This is an optimization exercise on Yosys and OpenROAD, whose aim is small area and a short achievable clock period, not a production implementation.
No run shown here included a check of the RTL's function; only the layout flow was run.

==> flow/design.v, too long to show whole: its modules and the start of the top module <==
// module cubic_fixed: 862 lines
// module cubic_fa: 7 lines
// module cubic_ha: 7 lines
module cubic_fixed #(
    parameter int WID     = 16,    
    parameter int FBITS   = 8      
)(
    input  logic                        clk,
    input  logic                        rst,
    input  logic signed [WID-1:0]       x,
    input  logic signed [WID-1:0]       a0,
    input  logic signed [WID-1:0]       a1,
    input  logic signed [WID-1:0]       a2,
    output logic signed [WID-1:0]       y
);
  // ...
==> flow/flow/run.sh <==
#!/bin/bash
# Standard ORFS layout (the standard.sh) with two changes:
#  - port buffers use buf_4 instead of the default delay-buffer cell;
#  - timing repair (after floorplan, CTS and global routing) aims for
#    8.5 ns of setup slack at the 15 ns clock, so the resizer sizes the
#    critical paths.  The SDC (clock period, I/O delays, load) is unchanged.
# Each ORFS step writes its own log under orfs/logs/; make's output goes to
# standard.log.
set -euo pipefail
export BUFFER_PORTS_ARGS="-buffer_cell sky130_fd_sc_hd__buf_4"
export SETUP_SLACK_MARGIN=8.5
bash standard.sh > standard.log 2>&1
==> flow/standard.sh <==
#!/bin/bash
# synth_recipe.tcl (not shown) runs the flow's synth.tcl, then flattens the netlist and writes it again
# the make line also repeats each setting of config.mk as NAME=value (left out here)
make -C /OpenROAD-flow-scripts/flow DESIGN_CONFIG=/design/flow/config.mk WORK_HOME=/design/flow/orfs CLKGATE_MAP_FILE= SYNTH_SCRIPT=/design/flow/synth_recipe.tcl "${@:-finish}"
==> flow/config.mk <==
export PLATFORM = sky130hd
export DESIGN_NAME = cubic_fixed
export DESIGN_NICKNAME = cubic_fixed
export VERILOG_FILES = /design/flow/design.v
export SDC_FILE = /design/flow/constraint.sdc
export NUM_CORES = 4
export LEC_CHECK = 0
export ABC_AREA = 1
export CAP_MARGIN = 20
export CORE_MARGIN = 2
export CORE_UTILIZATION = 40
export SLEW_MARGIN = 20
export SYNTH_HIERARCHICAL = 1
==> flow/constraint.sdc <==
create_clock -name core_clock -period 15.0 [get_ports {clk}]
set_input_delay 3.0000 -clock core_clock [delete_from_list [all_inputs] [get_ports {clk}]]
set_output_delay 3.0000 -clock core_clock [all_outputs]
set_load 0.01 [all_outputs]
==> out/results.tsv, run 1 <==
stage	metric	value	unit
status	status	finished clean	
setup_path	setup.worst_path.start	x[2]	
logic_synthesis	synth_flop_cell	dfxtp_1	
place	place_area	25000	µm²
cells_and_area	fin_cells	3865	
cells_and_area	nNonClkBuffers	137	
logic_synthesis	synth_area	23800	µm²
clock_network	clock-sinks	115	
drt	maxUsedRoutingLayer	met4	
clock_network	cts_tree	built	
cells_and_area	largest_cell_class	multi-input gates	
place	dpl.hpwl	56400	µm
sta	finalClockSkew	0.0230	ns
cells_and_area	finalInstanceArea	26200	µm²
cells_and_area	inverters	362	
drt	detail_route.iter0.violations	1847	
global_route	grtUsageMet2	35.3	%
floorplan	die_w	248	µm
cells_and_area	num-multi-input-gates	2446	
cells_and_area	seq-cell-share	8.82	%
cells_and_area	nNetsFinal	3636	
global_route	busiest_layer	met2	
logic_synthesis	synth_top_area_share	25.7	%
logic_synthesis	synthMuxAreaShare	0	%
global_route	grt_pass1_wl	116000	µm
setup_path	r2r-end	cs_s_s1[6]	
cells_and_area	clockBufferCount	17	
cells_and_area	top_register	a0n_s0	
global_route	grt_overflow_total	0	
drt	finalWirelength	74500	µm
sta	tightest_slew	0.762	ns
setup_path	cp_top_family	adder cells	
cells_and_area	clkCellAreaFrac	2.18	%
logic_synthesis	synth_largest_area_cell	fa_1	
setup_path	crit_chain	buf_4 -> nand2_1 -> inv_1 -> fa_1 -> fa_1 -> fa_1 -> fa_1 -> ha_2 -> a21oi_2 -> o21ai_0 -> a21oi_1 -> o21ai_2 -> nand2_1 -> nand2_1 -> nand2_1 -> o211ai_1 -> a21boi_0 -> o21ai_0	
clock_network	cts.clk_slew.worst_paths	0.07	ns
==> run 2, diff against run 1 <==
--- a/flow/config.mk
+++ b/flow/config.mk
@@ -7,3 +7,3 @@
 export LEC_CHECK = 0
-export ABC_AREA = 1
+export ABC_AREA = 0
 export CAP_MARGIN = 20
==> run 2 against run 1 <==
  * Sequential share of layout area rose by 0.14 points
  * Count of clock-buffer cells in the layout rose by 2
  * Synthesized cell count fell by 23%
  * Critical endpoint is now cs_s_s1[4]
  * Still clean on timing, DRC and antenna
  * Sequential cell count did not move
  * Critical path depth rose by 6
  * Critical path type is now reg -> reg
==> out/results.tsv, run 2 <==
stage	metric	value	unit	change
setup_path	crit_slowest_cell	fa_1		unchanged
logic_synthesis	yosysSeqAreaShare	10.4	%	was 9.68%
logic_synthesis	synth_area	22200	µm²	was 23800 µm²
place	port-buffer-count	81		unchanged
cells_and_area	fin_util	47.7	%	was 44.5%
global_route	grt_max_degree	54		was 39
cells_and_area	n_antenna_cell	0		unchanged
drt	vias	18500		was 21400
global_route	grt_usage	24.0	%	was 24.3%
run	maxCapViolations	0		unchanged
global_route	grt_overflow_total	0		unchanged
logic_synthesis	synth_commonest_cells	xnor2_1, fa_1, a22oi_1		was nand2_1, xor2_1, inv_1
place	gp_congestion	0.914		was 0.937
drt	wire_per_inst	22.2	µm	was 19.3 µm
sta	fin_setup_tns	0	ns	unchanged
cells_and_area	largest_register_ffs	17		unchanged
clock_network	holdBufCountCts	0		unchanged
logic_synthesis	synth_edf_count	0		unchanged
cells_and_area	top_register	a0n_s0		unchanged
setup_path	end_kind	flip-flop		unchanged
cells_and_area	layout-drive-gt1-share	19.5	%	was 9.31%
clock_network	cts.clk_slew.worst_paths	0.06	ns	was 0.07 ns
logic_synthesis	yosysMostFrequentCell	xnor2_1		was nand2_1
sta	fmax	0.155	GHz	was 0.161 GHz
clock_network	clock_latency	0.46	ns	was 0.48 ns
logic_synthesis	ys_types	86		was 50
sta	grt_setup_unrepaired	true		was false
place	dpl.hpwl	47200	µm	was 56400 µm
floorplan	num_rows	86		was 89
sta	maxSlewHeadroom	36.5	%	was 49.1%
setup_path	worst-path-stages	24		was 18
sta	finalClockSkew	0.0127	ns	was 0.0230 ns
drt	postRouteAntennaNets	0		unchanged
logic_synthesis	synth_largest_area_cell	fa_1		unchanged
floorplan	num_io_pins	82		unchanged
cells_and_area	nNetsFinal	2934		was 3636
clock_network	clock-sinks	115		unchanged
floorplan	die_w	240	µm	was 248 µm
sta	tightest_slew	0.952	ns	was 0.762 ns
setup_path	worst-path-buf-inv	4		was 2
sta	drv_slew	0		unchanged
logic_synthesis	synth_area_leaders	fa_1, xnor2_1, ha_1		was fa_1, xor2_1, ha_1
clock_network	cts_buffer_depth	2		unchanged
floorplan	core-area	55000	µm²	was 58900 µm²
setup_path	path_class	reg -> reg		was in -> reg
clock_network	htreeDepth	4		unchanged
cells_and_area	layout_common_cells	xnor2_1, fa_1, a22oi_1, ha_1, buf_4		was nand2_1, xor2_1, inv_1, fa_1, o22ai_1
global_route	grt_pass1_wl	108000	µm	was 116000 µm
clock_network	cts_tree	built		unchanged
logic_synthesis	synth_nets	2903		was 3622
global_route	grt_pass1_vias	18800		was 20800
cells_and_area	area_delta_synth_final	18.3	%	was 10.2%
floorplan	fp.dieArea	57400	µm²	was 61500 µm²
setup_path	crit_chain	buf_12 -> ha_4 -> and2b_4 -> buf_12 -> xnor2_1 -> fa_1 -> fa_2 -> fa_1 -> fa_1 -> ha_4 -> and3_4 -> a221oi_4 -> nand2b_4 -> a2bb2oi_2 -> nand2_2 -> buf_4 -> a31oi_4 -> xor2_2 -> nand3_2 -> o32ai_4 -> buf_6 -> o211ai_4 -> a21o_1 -> fa_1		was buf_4 -> nand2_1 -> inv_1 -> fa_1 -> fa_1 -> fa_1 -> fa_1 -> ha_2 -> a21oi_2 -> o21ai_0 -> a21oi_1 -> o21ai_2 -> nand2_1 -> nand2_1 -> nand2_1 -> o211ai_1 -> a21boi_0 -> o21ai_0
logic_synthesis	synth_cells	2346		was 3065
sta	period_needed	6.45	ns	was 6.20 ns
setup_path	cp_common_cell	fa_1		
logic_synthesis	syn_avg_cell_area	9.46	µm²	was 7.76 µm²
drt	viasPerCell	5.91		was 5.53
clock_network	root_buffer	clkbuf_16		unchanged
hold_path	hold_depth	1		unchanged
clock_network	cts-buffers-inserted	17		unchanged
cells_and_area	layout_commonest_cell	xnor2_1		was nand2_1
logic_synthesis	synth_async_sr_flop_share	0	%	unchanged
cells_and_area	n_fill_cell	5025		was 5959
hold_path	holdCritPathClass	reg -> reg		unchanged
setup_path	cp_top_family	adder cells		unchanged
floorplan	die_h	240	µm	was 248 µm
setup_path	critical-path-max-stage-delay	0.61	ns	was 0.52 ns
drt	drt_first_pass_iters	6		unchanged
status	status	finished clean		unchanged
setup_path	crit_path_start_kind	flip-flop		was primary input
sta	finalCritPeriodShare	43.0	%	was 41.3%
floorplan	start_util	40.3	%	was 40.4%
setup_path	critPathRequiredTime	15.33	ns	was 15.36 ns
logic_synthesis	synth-seq-cells	115		unchanged
drt	drcViolationCount	0		unchanged
drt	finalWirelength	69600	µm	was 74500 µm
setup_path	worstRegToRegCells	24		was 26
setup_path	cp.arrival	6.78	ns	was 6.56 ns
drt	detail_route.iter0.violations	1564		was 1847
logic_synthesis	synth_flop_cell	dfxtp_1		unchanged
setup_path	worst-path-max-fanout	7		was 14
sta	final_hold_viol_count	0		unchanged
logic_synthesis	synth_top_area_share	27.5	%	was 25.7%
logic_synthesis	ys_warn_count	7		unchanged
sta	setup_violations	0		unchanged
global_route	antenna_found_initial	0		unchanged
==> run 2: metal layers <==
metal / part of all wire, % / vias up / GRT usage (%)
met2: 46 / 806 / 38.3
met3: 8.1 / 165 / 5.42
li1: - / 8265 / -
met4: 3.2 / 0 / 8.79
met1: 42 / 9299 / 31.7
met5: 0 / - / 0
==> run 2: logic make-up after synthesis <==
logic type	share of synthesized area, %
AO/OA/AOI/OAI	20.3
XOR/XNOR	16.8
adder cells (fa/ha/maj)	38.1
buffers and inverters	4.57
flip-flops	10.4
multiplexers	0.141
AND/OR/NAND/NOR	9.71
==> run 2: timing repair <==
action,4_1_cts,5_1_grt
resized for setup,187,118
setup endpoints to repair,49,47
pin swaps,46,81
cloned,17,5
setup buffers,44,28
endpoints found under the hold margin,0,0
==> run 2: Yosys stat by module (local to each module, per instance) <==
module	cells inside	flip-flops and latches	cell area, µm²	copies in the design
cubic_ha	1	0	12.5	54
cubic_fixed	2004	115	15700	1
cubic_fa	1	0	20.0	288
==> run 2: area by class of cell <==
class / instances / area (µm²) / share of cell area, %
Timing Repair Buffer: 199 / 2010 / 7.66
Inverter: 66 / 314 / 1.20
Multi-Input combinational cell: 1976 / 20000 / 76.4
Timing Repair inverter: 2 / 17.5 / 0.0667
Clock inverter: 13 / 124 / 0.472
Tap cell: 748 / 936 / 3.57
Sequential cell: 115 / 2350 / 8.95
Clock buffer: 19 / 443 / 1.69
==> run 2: worst reg2reg max path: stages, from the launching register on <==
cell and delay [ns]:
dfxtp_4 0.35, buf_12 0.14, ha_4 0.17, and2b_4 0.32, buf_12 0.14, xnor2_1 0.13
fa_1 0.46, fa_2 0.38, fa_1 0.49, fa_1 0.61, ha_4 0.23, and3_4 0.17
a221oi_4 0.25, nand2b_4 0.17, a2bb2oi_2 0.14, nand2_2 0.10, buf_4 0.17, a31oi_4 0.17
xor2_2 0.25, nand3_2 0.19, o32ai_4 0.35, buf_6 0.16, o211ai_4 0.12, a21o_1 0.20
fa_1 0.46
==> run 2: final timing paths <==
check	endpoint	slack, ns	from
hold reg to reg	rst_s1	0.42	rst_s0
hold / removal	rst_s1	0.42	rst_s0
setup / recovery	cs_s_s1[4]	8.55	x_s0[1]
setup reg to reg	cs_s_s1[4]	8.55	x_s0[1]
==> run 2: per-stage QoR <==
stage | area, µm² | setup WS [ns] | hold WS (ns) | std cells
final | 26200 | 8.55 | 0.416 | 3138
after global routing | 26200 | 8.34 | 0.422 | 3138
after CTS | 25400 | 8.48 | 0.417 | 3105
after detailed placement | 23300 | 7.14 | 0.401 | 3012
after global placement | 23300 | 7.34 | 0.403 | 3012
after floorplan | 22300 | 8.38 | 0.392 | 2346
==> run 3, diff against run 2 <==
--- a/flow/flow/run.sh
+++ b/flow/flow/run.sh
@@ -2,3 +2,3 @@
 # Standard ORFS layout (the standard.sh) with two changes:
-#  - port buffers use buf_4 instead of the default delay-buffer cell;
+#  - port buffers use buf_1 instead of the default delay-buffer cell;
 #  - timing repair (after floorplan, CTS and global routing) aims for
@@ -9,3 +9,3 @@
 set -euo pipefail
-export BUFFER_PORTS_ARGS="-buffer_cell sky130_fd_sc_hd__buf_4"
+export BUFFER_PORTS_ARGS="-buffer_cell sky130_fd_sc_hd__buf_1"
 export SETUP_SLACK_MARGIN=8.5
--- a/flow/config.mk
+++ b/flow/config.mk
@@ -7,3 +7,3 @@
 export LEC_CHECK = 0
-export ABC_AREA = 0
+export ABC_AREA = 1
 export CAP_MARGIN = 20
==> run 3 against run 2 <==
  * Sequential cell count is the same
  * Worst hold slack lost 0.0030 ns
  * Highest routed layer unchanged
  * Die area grew 7.1%
  * Still clean
  * Register-to-register slack gained 0.29 ns
==> out/results.tsv, run 3 <==
stage	metric	value	unit	change
logic_synthesis	synth_largest_area_cell	fa_1		unchanged
logic_synthesis	synth_area	23800	µm²	was 22200 µm²
cells_and_area	area_delta_synth_final	8.60	%	was 18.3%
floorplan	core-area	58900	µm²	was 55000 µm²
sta	fin_setup_tns	0	ns	unchanged
sta	fmax	0.162	GHz	was 0.155 GHz
hold_path	holdCritPathClass	reg -> reg		unchanged
logic_synthesis	syn_avg_cell_area	7.76	µm²	was 9.46 µm²
logic_synthesis	ys_types	50		was 86
clock_network	cts_buffer_depth	2		unchanged
drt	drcViolationCount	0		unchanged
sta	fin_ws	8.81	ns	was 8.55 ns
drt	finalWirelength	73400	µm	was 69600 µm
status	status	finished clean		unchanged
cells_and_area	top_register	a0n_s0		unchanged
sta	period_needed	6.19	ns	was 6.45 ns
sta	tightest_slew	0.738	ns	was 0.952 ns
setup_path	worst-path-max-fanout	16		was 7
sta	setup_violations	0		unchanged
floorplan	die_h	248	µm	was 240 µm
setup_path	setup.worst_path.start	x[9]		was x_s0[1]
setup_path	end_kind	flip-flop		unchanged
cells_and_area	n_fill_cell	5976		was 5025
clock_network	cts.clk_slew.worst_paths	0.06	ns	about the same
setup_path	rr_startpoint	x_s0[1]		unchanged
cells_and_area	layout_common_cells	nand2_1, xor2_1, inv_1, fa_1, o22ai_1		was xnor2_1, fa_1, a22oi_1, ha_1, buf_4
logic_synthesis	synth_commonest_cells	nand2_1, xor2_1, inv_1		was xnor2_1, fa_1, a22oi_1
floorplan	start_util	40.4	%	was 40.3%
sta	final_hold_viol_count	0		unchanged
global_route	grt_usage	23.9	%	was 24.0%
sta	grt_setup_unrepaired	true		unchanged
floorplan	num_io_pins	82		unchanged
setup_path	worstRegToRegCells	25		was 24
drt	postRouteAntennaNets	0		unchanged
logic_synthesis	synth_flop_cell	dfxtp_1		unchanged
clock_network	cts-buffers-inserted	17		unchanged
global_route	grt_max_degree	39		was 54
cells_and_area	seq_area	2310	µm²	was 2350 µm²
setup_path	worst-r2r-setup-slack	8.84	ns	was 8.55 ns
global_route	grt_overflow_total	0		unchanged
sta	finalClockSkew	0.0186	ns	was 0.0127 ns
setup_path	path_class	in -> reg		was reg -> reg
logic_synthesis	synth_top_area_share	25.7	%	was 27.5%
logic_synthesis	synth_edf_count	0		unchanged
drt	vias	21100		was 18500
logic_synthesis	yosysSeqAreaShare	9.68	%	was 10.4%
clock_network	cts_tree	built		unchanged
cells_and_area	nNetsFinal	3625		was 2934
place	place_ws	7.90	ns	was 7.14 ns
place	gp_congestion	0.930		was 0.914
cells_and_area	layout-drive-gt1-share	6.91	%	was 19.5%
drt	drt_first_pass_iters	7		was 6
logic_synthesis	ys_warn_count	7		unchanged
clock_network	clock_latency	0.48	ns	was 0.46 ns
logic_synthesis	synth_async_sr_flop_share	0	%	unchanged
floorplan	num_rows	89		was 86
drt	wire_per_inst	19.0	µm	was 22.2 µm
run	maxCapViolations	0		unchanged
drt	detail_route.iter0.violations	1795		was 1564
sta	finalCritPeriodShare	41.3	%	was 43.0%
sta	drv_slew	0		unchanged
setup_path	critPathRequiredTime	15.36	ns	was 15.33 ns
setup_path	crit_path_start_kind	primary input		was flip-flop
floorplan	die_w	248	µm	was 240 µm
cells_and_area	largest_register_ffs	17		unchanged
floorplan	fp.dieArea	61500	µm²	was 57400 µm²
logic_synthesis	synth-seq-cells	115		unchanged
sta	hold_slack	0.413	ns	was 0.416 ns
clock_network	clock-sinks	115		unchanged
cells_and_area	layout_commonest_cell	nand2_1		was xnor2_1
clock_network	htreeDepth	4		unchanged
global_route	grt_pass1_vias	20300		was 18800
logic_synthesis	synth_nets	3622		was 2903
cells_and_area	multiInputGateArea	19800	µm²	was 20000 µm²
logic_synthesis	synth_cells	3065		was 2346
setup_path	crit_end	x2_s0[11]		was cs_s_s1[4]
setup_path	cp.arrival	6.55	ns	was 6.78 ns
cells_and_area	fin_util	43.9	%	was 47.7%
sta	maxSlewHeadroom	50.7	%	was 36.5%
place	port-buffer-count	81		unchanged
place	dpl.hpwl	55400	µm	was 47200 µm
global_route	antenna_found_initial	0		unchanged
clock_network	holdBufCountCts	0		unchanged
logic_synthesis	yosysMostFrequentCell	nand2_1		was xnor2_1
drt	viasPerCell	5.48		was 5.91
logic_synthesis	synth_area_leaders	fa_1, xor2_1, ha_1		was fa_1, xnor2_1, ha_1
clock_network	root_buffer	clkbuf_16		unchanged
setup_path	r2r-end	cs_s_s1[5]		was cs_s_s1[4]
global_route	grt_pass1_wl	115000	µm	was 108000 µm
cells_and_area	n_antenna_cell	0		unchanged
run 3: kinds of logic (layout without fill, tap and decap cells):
family,Yosys count,in the layout,synth area share (%)
adders and majority gates,491,491,35.4
buffers and inverters,506,519,8.22
DFF,115,115,9.68
xor gates and xnor gates,407,407,15.0
AOI/OAI and AO/OA,629,629,15.6
and+or+nand+nor,917,920,16.1
run 3: layer usage:
| metal | GRT usage (%) | share of wire [%] | wire, µm |
|---|---|---|---|
| met5 | 0 | 0 | 0 |
| met4 | 5.44 | 1.3 | 955 |
| met3 | 5.50 | 8.7 | 6350 |
| met2 | 35.4 | 43 | 31700 |
| met1 | 35.1 | 47 | 34400 |
run 3: worst min-delay path by stage:
stage             end  slack, ns   start  cells after the start
2_1_floorplan  rst_s1       0.39  rst_s0                      1
3_3_place_gp   rst_s1       0.40  rst_s0                      1
3_5_place_dp   rst_s1       0.40  rst_s0                      1
4_1_cts        rst_s1       0.41  rst_s0                      1
5_1_grt        rst_s1       0.42  rst_s0                      1
6_report       rst_s1       0.41  rst_s0                      1
run 3: final cells by class:
type / instances / share of cell area (%)
Tap cell: 773 / 3.74
Timing Repair inverter: 1 / 0.0194
Clock buffer: 18 / 1.66
Timing Repair Buffer: 124 / 2.84
Inverter: 362 / 5.49
Sequential cell: 115 / 8.94
Clock inverter: 14 / 0.552
Multi-Input combinational cell: 2447 / 76.8
run 3: per-stage QoR:
step           cell area [µm²]  cells
2_1_floorplan            23800   3065
4_1_cts                  25300   3828
5_1_grt                  25800   3854
3_5_place_dp             24700   3796
3_3_place_gp             24700   3796
6_report                 25800   3854
run 3: critical path, cell delays in order:
cell      delay [ns]
clkbuf_2        0.32
nand2_1         0.09
inv_1           0.09
fa_1            0.44
fa_1            0.51
fa_1            0.42
ha_1            0.37
a21oi_1         0.24
o21ai_0         0.17
a21oi_1         0.25
a21oi_1         0.13
or2_2           0.29
a21boi_0        0.14
o21ai_0         0.09
run 3: Yosys stat by module, one instance, submodules excluded:
| module | flip-flops and latches | cells |
|---|---|---|
| cubic_fa | 0 | 1 |
| cubic_ha | 0 | 1 |
| cubic_fixed | 115 | 2723 |
run 3: repair_timing:
action                                  CTS  global route
resized for setup                         8           117
endpoints found under the setup margin   32            35
pin swaps                                 0            15
cloned                                    0             5
setup buffers                             0            21
==> run 4, diff against run 3 <==
--- a/flow/flow/run.sh
+++ b/flow/flow/run.sh
@@ -2,3 +2,3 @@
 # Standard ORFS layout (the standard.sh) with two changes:
-#  - port buffers use buf_1 instead of the default delay-buffer cell;
+#  - port buffers use buf_2 instead of the default delay-buffer cell;
 #  - timing repair (after floorplan, CTS and global routing) aims for
@@ -9,3 +9,3 @@
 set -euo pipefail
-export BUFFER_PORTS_ARGS="-buffer_cell sky130_fd_sc_hd__buf_1"
+export BUFFER_PORTS_ARGS="-buffer_cell sky130_fd_sc_hd__buf_2"
 export SETUP_SLACK_MARGIN=8.5
==> run 4 against run 3 <==
  * Clock skew down 0.0031 ns
  * Core utilization down 0.057 points
  * Worst setup slack worse by 0.056 ns
  * Critical path depth up 3
  * Count of clock-buffer cells in the layout down 1
  * Sequential cell count unchanged
  * Maximum frequency down 0.89%
  * Critical endpoint is now x2_s0[12]
==> out/results.tsv, run 4 <==
stage	metric	value	unit	change
logic_synthesis	synth_top_area_share	25.7	%	unchanged
floorplan	start_util	40.4	%	unchanged
drt	wl_met1	34300	µm	was 34400 µm
logic_synthesis	yosysSeqAreaShare	9.68	%	unchanged
drt	vias	21300		was 21100
clock_network	root_buffer	clkbuf_16		unchanged
floorplan	num_rows	89		unchanged
sta	finalClockSkew	0.0155	ns	was 0.0186 ns
cells_and_area	layout_common_cells	nand2_1, xor2_1, inv_1, fa_1, o22ai_1		unchanged
setup_path	rr_startpoint	x_s0[3]		was x_s0[1]
sta	hold_slack	0.428	ns	was 0.413 ns
floorplan	core-area	58900	µm²	unchanged
setup_path	crit_slowest_cell	fa_1		unchanged
floorplan	die_h	248	µm	unchanged
setup_path	path_class	in -> reg		unchanged
sta	grt_setup_unrepaired	true		unchanged
logic_synthesis	synth_nets	3622		unchanged
logic_synthesis	synth_commonest_cells	nand2_1, xor2_1, inv_1		unchanged
sta	finalCritPeriodShare	41.6	%	was 41.3%
run	maxCapViolations	0		unchanged
logic_synthesis	yosys.area_share.simple	16.1	%	unchanged
drt	wire_per_inst	19.2	µm	was 19.0 µm
setup_path	cp_top_family	adder cells		unchanged
setup_path	r2r-end	cs_s_s1[7]		was cs_s_s1[5]
setup_path	worst-path-buf-inv	2		unchanged
drt	wl_met3	7170	µm	was 6350 µm
setup_path	worstRegToRegCells	22		was 25
floorplan	num_io_pins	82		unchanged
cells_and_area	nNetsFinal	3619		was 3625
global_route	grt_overflow_total	0		unchanged
place	dp.cells	3797		was 3796
clock_network	cts-buffers-inserted	17		unchanged
logic_synthesis	synth_async_sr_flop_share	0	%	unchanged
floorplan	fp.dieArea	61500	µm²	unchanged
cells_and_area	largest_register_ffs	17		unchanged
cells_and_area	layout_commonest_cell	nand2_1		unchanged
hold_path	hold_depth	1		unchanged
logic_synthesis	syn_avg_cell_area	7.76	µm²	unchanged
floorplan	die_w	248	µm	unchanged
sta	maxSlewHeadroom	48.6	%	was 50.7%
sta	drv_slew	0		unchanged
setup_path	end_kind	flip-flop		unchanged
cells_and_area	finalInstanceArea	25800	µm²	about the same
setup_path	worst-r2r-setup-slack	8.76	ns	was 8.84 ns
clock_network	holdBufCountCts	0		unchanged
clock_network	cts_tree	built		unchanged
logic_synthesis	ys_warn_count	7		unchanged
place	port-buffer-count	81		unchanged
place	gp_congestion	0.910		was 0.930
sta	tightest_slew	0.770	ns	was 0.738 ns
logic_synthesis	synthMuxAreaShare	0	%	unchanged
drt	drcViolationCount	0		unchanged
setup_path	critical-path-max-stage-delay	0.51	ns	about the same
setup_path	critPathRequiredTime	15.37	ns	was 15.36 ns
clock_network	clock_latency	0.48	ns	about the same
logic_synthesis	synth_top_family_by_area	adder cells		unchanged
global_route	grt_pass1_wl	115000	µm	about the same
cells_and_area	area_delta_synth_final	8.46	%	was 8.60%
cells_and_area	layout-drive-gt1-share	8.62	%	was 6.91%
logic_synthesis	synth_flop_cell	dfxtp_1		unchanged
sta	fmax	0.160	GHz	was 0.162 GHz
drt	maxUsedRoutingLayer	met4		unchanged
cells_and_area	top_register	a0n_s0		unchanged
status	status	finished clean		unchanged
global_route	antenna_found_initial	0		unchanged
drt	viasPerCell	5.53		was 5.48
cells_and_area	n_antenna_cell	0		unchanged
hold_path	holdCritPathClass	reg -> reg		unchanged
clock_network	clock-sinks	115		unchanged
drt	postRouteAntennaNets	0		unchanged
clock_network	cts_buffer_depth	2		unchanged
setup_path	worst-path-max-fanout	14		was 16
logic_synthesis	synthXorXnorAreaFrac	15.0	%	unchanged
logic_synthesis	ys_types	50		unchanged
place	dpl.hpwl	56000	µm	was 55400 µm
logic_synthesis	yosysMostFrequentCell	nand2_1		unchanged
drt	finalWirelength	74000	µm	was 73400 µm
logic_synthesis	synth_cells	3065		unchanged
hold_path	hold_path.startpoint	rst_s0		unchanged
logic_synthesis	synth_area_leaders	fa_1, xor2_1, ha_1		unchanged
drt	drt_first_pass_iters	6		was 7
sta	period_needed	6.25	ns	was 6.19 ns
cells_and_area	fin_cells	3848		was 3854
place	place_area	24800	µm²	was 24700 µm²
logic_synthesis	synth_compound_area_share	15.6	%	unchanged
drt	route.met2.wl	31200	µm	was 31700 µm
logic_synthesis	yosys.area_share.adder	35.4	%	unchanged
logic_synthesis	synth_area	23800	µm²	unchanged
sta	final_hold_viol_count	0		unchanged
global_route	grt_pass1_vias	20500		was 20300
clock_network	cts.clk_slew.worst_paths	0.07	ns	was 0.06 ns
setup_path	crit_chain	buf_2 -> nand2_1 -> inv_1 -> fa_1 -> fa_1 -> fa_1 -> fa_1 -> ha_1 -> a21oi_1 -> o21ai_0 -> a21oi_1 -> o21ai_1 -> nand2_1 -> nand2_1 -> a31o_2 -> a21boi_1 -> o21ai_0		was clkbuf_2 -> nand2_1 -> inv_1 -> fa_1 -> fa_1 -> fa_1 -> ha_1 -> a21oi_1 -> o21ai_0 -> a21oi_1 -> a21oi_1 -> or2_2 -> a21boi_0 -> o21ai_0
drt	detail_route.iter0.violations	1997		was 1795
logic_synthesis	synth-seq-cells	115		unchanged
setup_path	cp.arrival	6.61	ns	was 6.55 ns
sta	setup_violations	0		unchanged
hold_path	holdPathEnd	rst_s1		unchanged
clock_network	htreeDepth	4		unchanged
setup_path	crit_path_start_kind	primary input		unchanged
sta	fin_setup_tns	0	ns	unchanged
global_route	grt_max_degree	39		unchanged
global_route	grt_usage	24.1	%	was 23.9%
setup_path	cp_common_cell	fa_1		
setup_path	worst-path-stages	17		was 14
logic_synthesis	synth_edf_count	0		unchanged
logic_synthesis	synth_largest_area_cell	fa_1		unchanged
## run 4: cell types whose count changed in the layout (fill, tap and decap cells not counted), sizes merged
cell / delta
clkinv: +1
inv: +4
bufinv: -1
buf: +5
clkbuf: -10
nand3: -1
clkinvlp: -4
## run 4: worst max-delay path by stage
stage | start | endpoint | slack (ns)
after floorplan | x[2] | x2_s0[12] | 8.55
after global placement | x[1] | x2_s0[12] | 8.18
after detailed placement | x[1] | x2_s0[12] | 8.11
after CTS | x_s0[5] | cs_s_s1[0] | 8.51
after global routing | a2_s0[1] | cs_s_s1[8] | 8.49
final | x[2] | x2_s0[12] | 8.75
## run 4: logic make-up (layout without fill, tap and decap cells)
family | count (synthesis) | in the layout
flops | 115 | 115
fa+ha+maj | 491 | 491
buf+inv | 506 | 514
compound gates | 629 | 629
xor+xnor | 407 | 407
simple gates | 917 | 919
## run 4: per-stage QoR
stage / setup WS, ns / utilization, %
after floorplan: 8.55 / -
after global placement: 8.18 / 42.1
after detailed placement: 8.11 / 42.1
after CTS: 8.51 / 43.2
after global routing: 8.49 / 43.8
final: 8.75 / 43.8
## run 4: modules after synthesis (local to each module, per instance)
module | area, µm² | copies in the design
cubic_fixed | 17400 | 1
cubic_fa | 20.0 | 288
cubic_ha | 12.5 | 54
## run 4: worst register-to-register path: cells and delay by family, from the launching register on
kind / cells / cell delay, ns
AOI/OAI and AO/OA: 4 / 0.69
xor gates and xnor gates: 1 / 0.19
adders and majority gates: 7 / 3.25
and+or+nand+nor: 9 / 1.20
buffers and inverters: 1 / 0.33
DFF: 1 / 0.47
## run 4: what timing repair did
item                       in CTS  in global routing
gates resized for setup         9                 78
pin swaps                       0                  8
buffers inserted                0                 16
setup endpoints to repair      30                 33
gates cloned                    0                  3
## run 4: area by class of cell
type	instances	area, µm²
inverters	362	1410
flip-flops and latches	115	2300
clock inverters	15	161
fillers	6008	33100
clock buffers	17	425
repair buffers	120	788
multi-input cells	2446	19800
well taps	773	967
## run 4: metal layers
layer	global-route usage, %	vias to the layer above
li1	-	10100
met1	35.3	10200
met2	35.4	902
met3	5.77	71
met4	5.99	0
met5	0	-

## what the ideal ports hide
Ports are ideal in the flow. The routed layouts listed here were re-timed in OpenROAD.
Step 1 assumes that a clkbuf_16 drives the clock port and a buf_2 every other input.
Step 2, shift: input delay + t, output delay - t, t = (earliest + latest rising clock arrival at the registers) / 2. This alone moves slack from input paths to output paths.
a / b / c = ideal / step 1 / step 2; a / b = the first two.
run	t, ns	setup slack, ns	hold WS [ns]	latest minus earliest clock arrival (ns)	worst slew at a driven data input, ns
run 1	0.534	8.801 / 8.818 / 8.309	0.416 / 0.416 / 0.416	0.023 / 0.023	0.08
run 2	0.510	8.552 / 8.518 / 8.051	0.416 / 0.416 / 0.416	0.013 / 0.013	0.11
run 3	0.526	8.808 / 8.838 / 8.318	0.413 / 0.413 / 0.413	0.019 / 0.019	0.05
run 4	0.534	8.753 / 8.756 / 8.259	0.428 / 0.428 / 0.428	0.015 / 0.015	0.05
After both steps setup and hold are still met in every run listed. The setup slack of run 2, which loses most, moves by -0.034 ns with the drivers and by -0.501 ns with both steps.
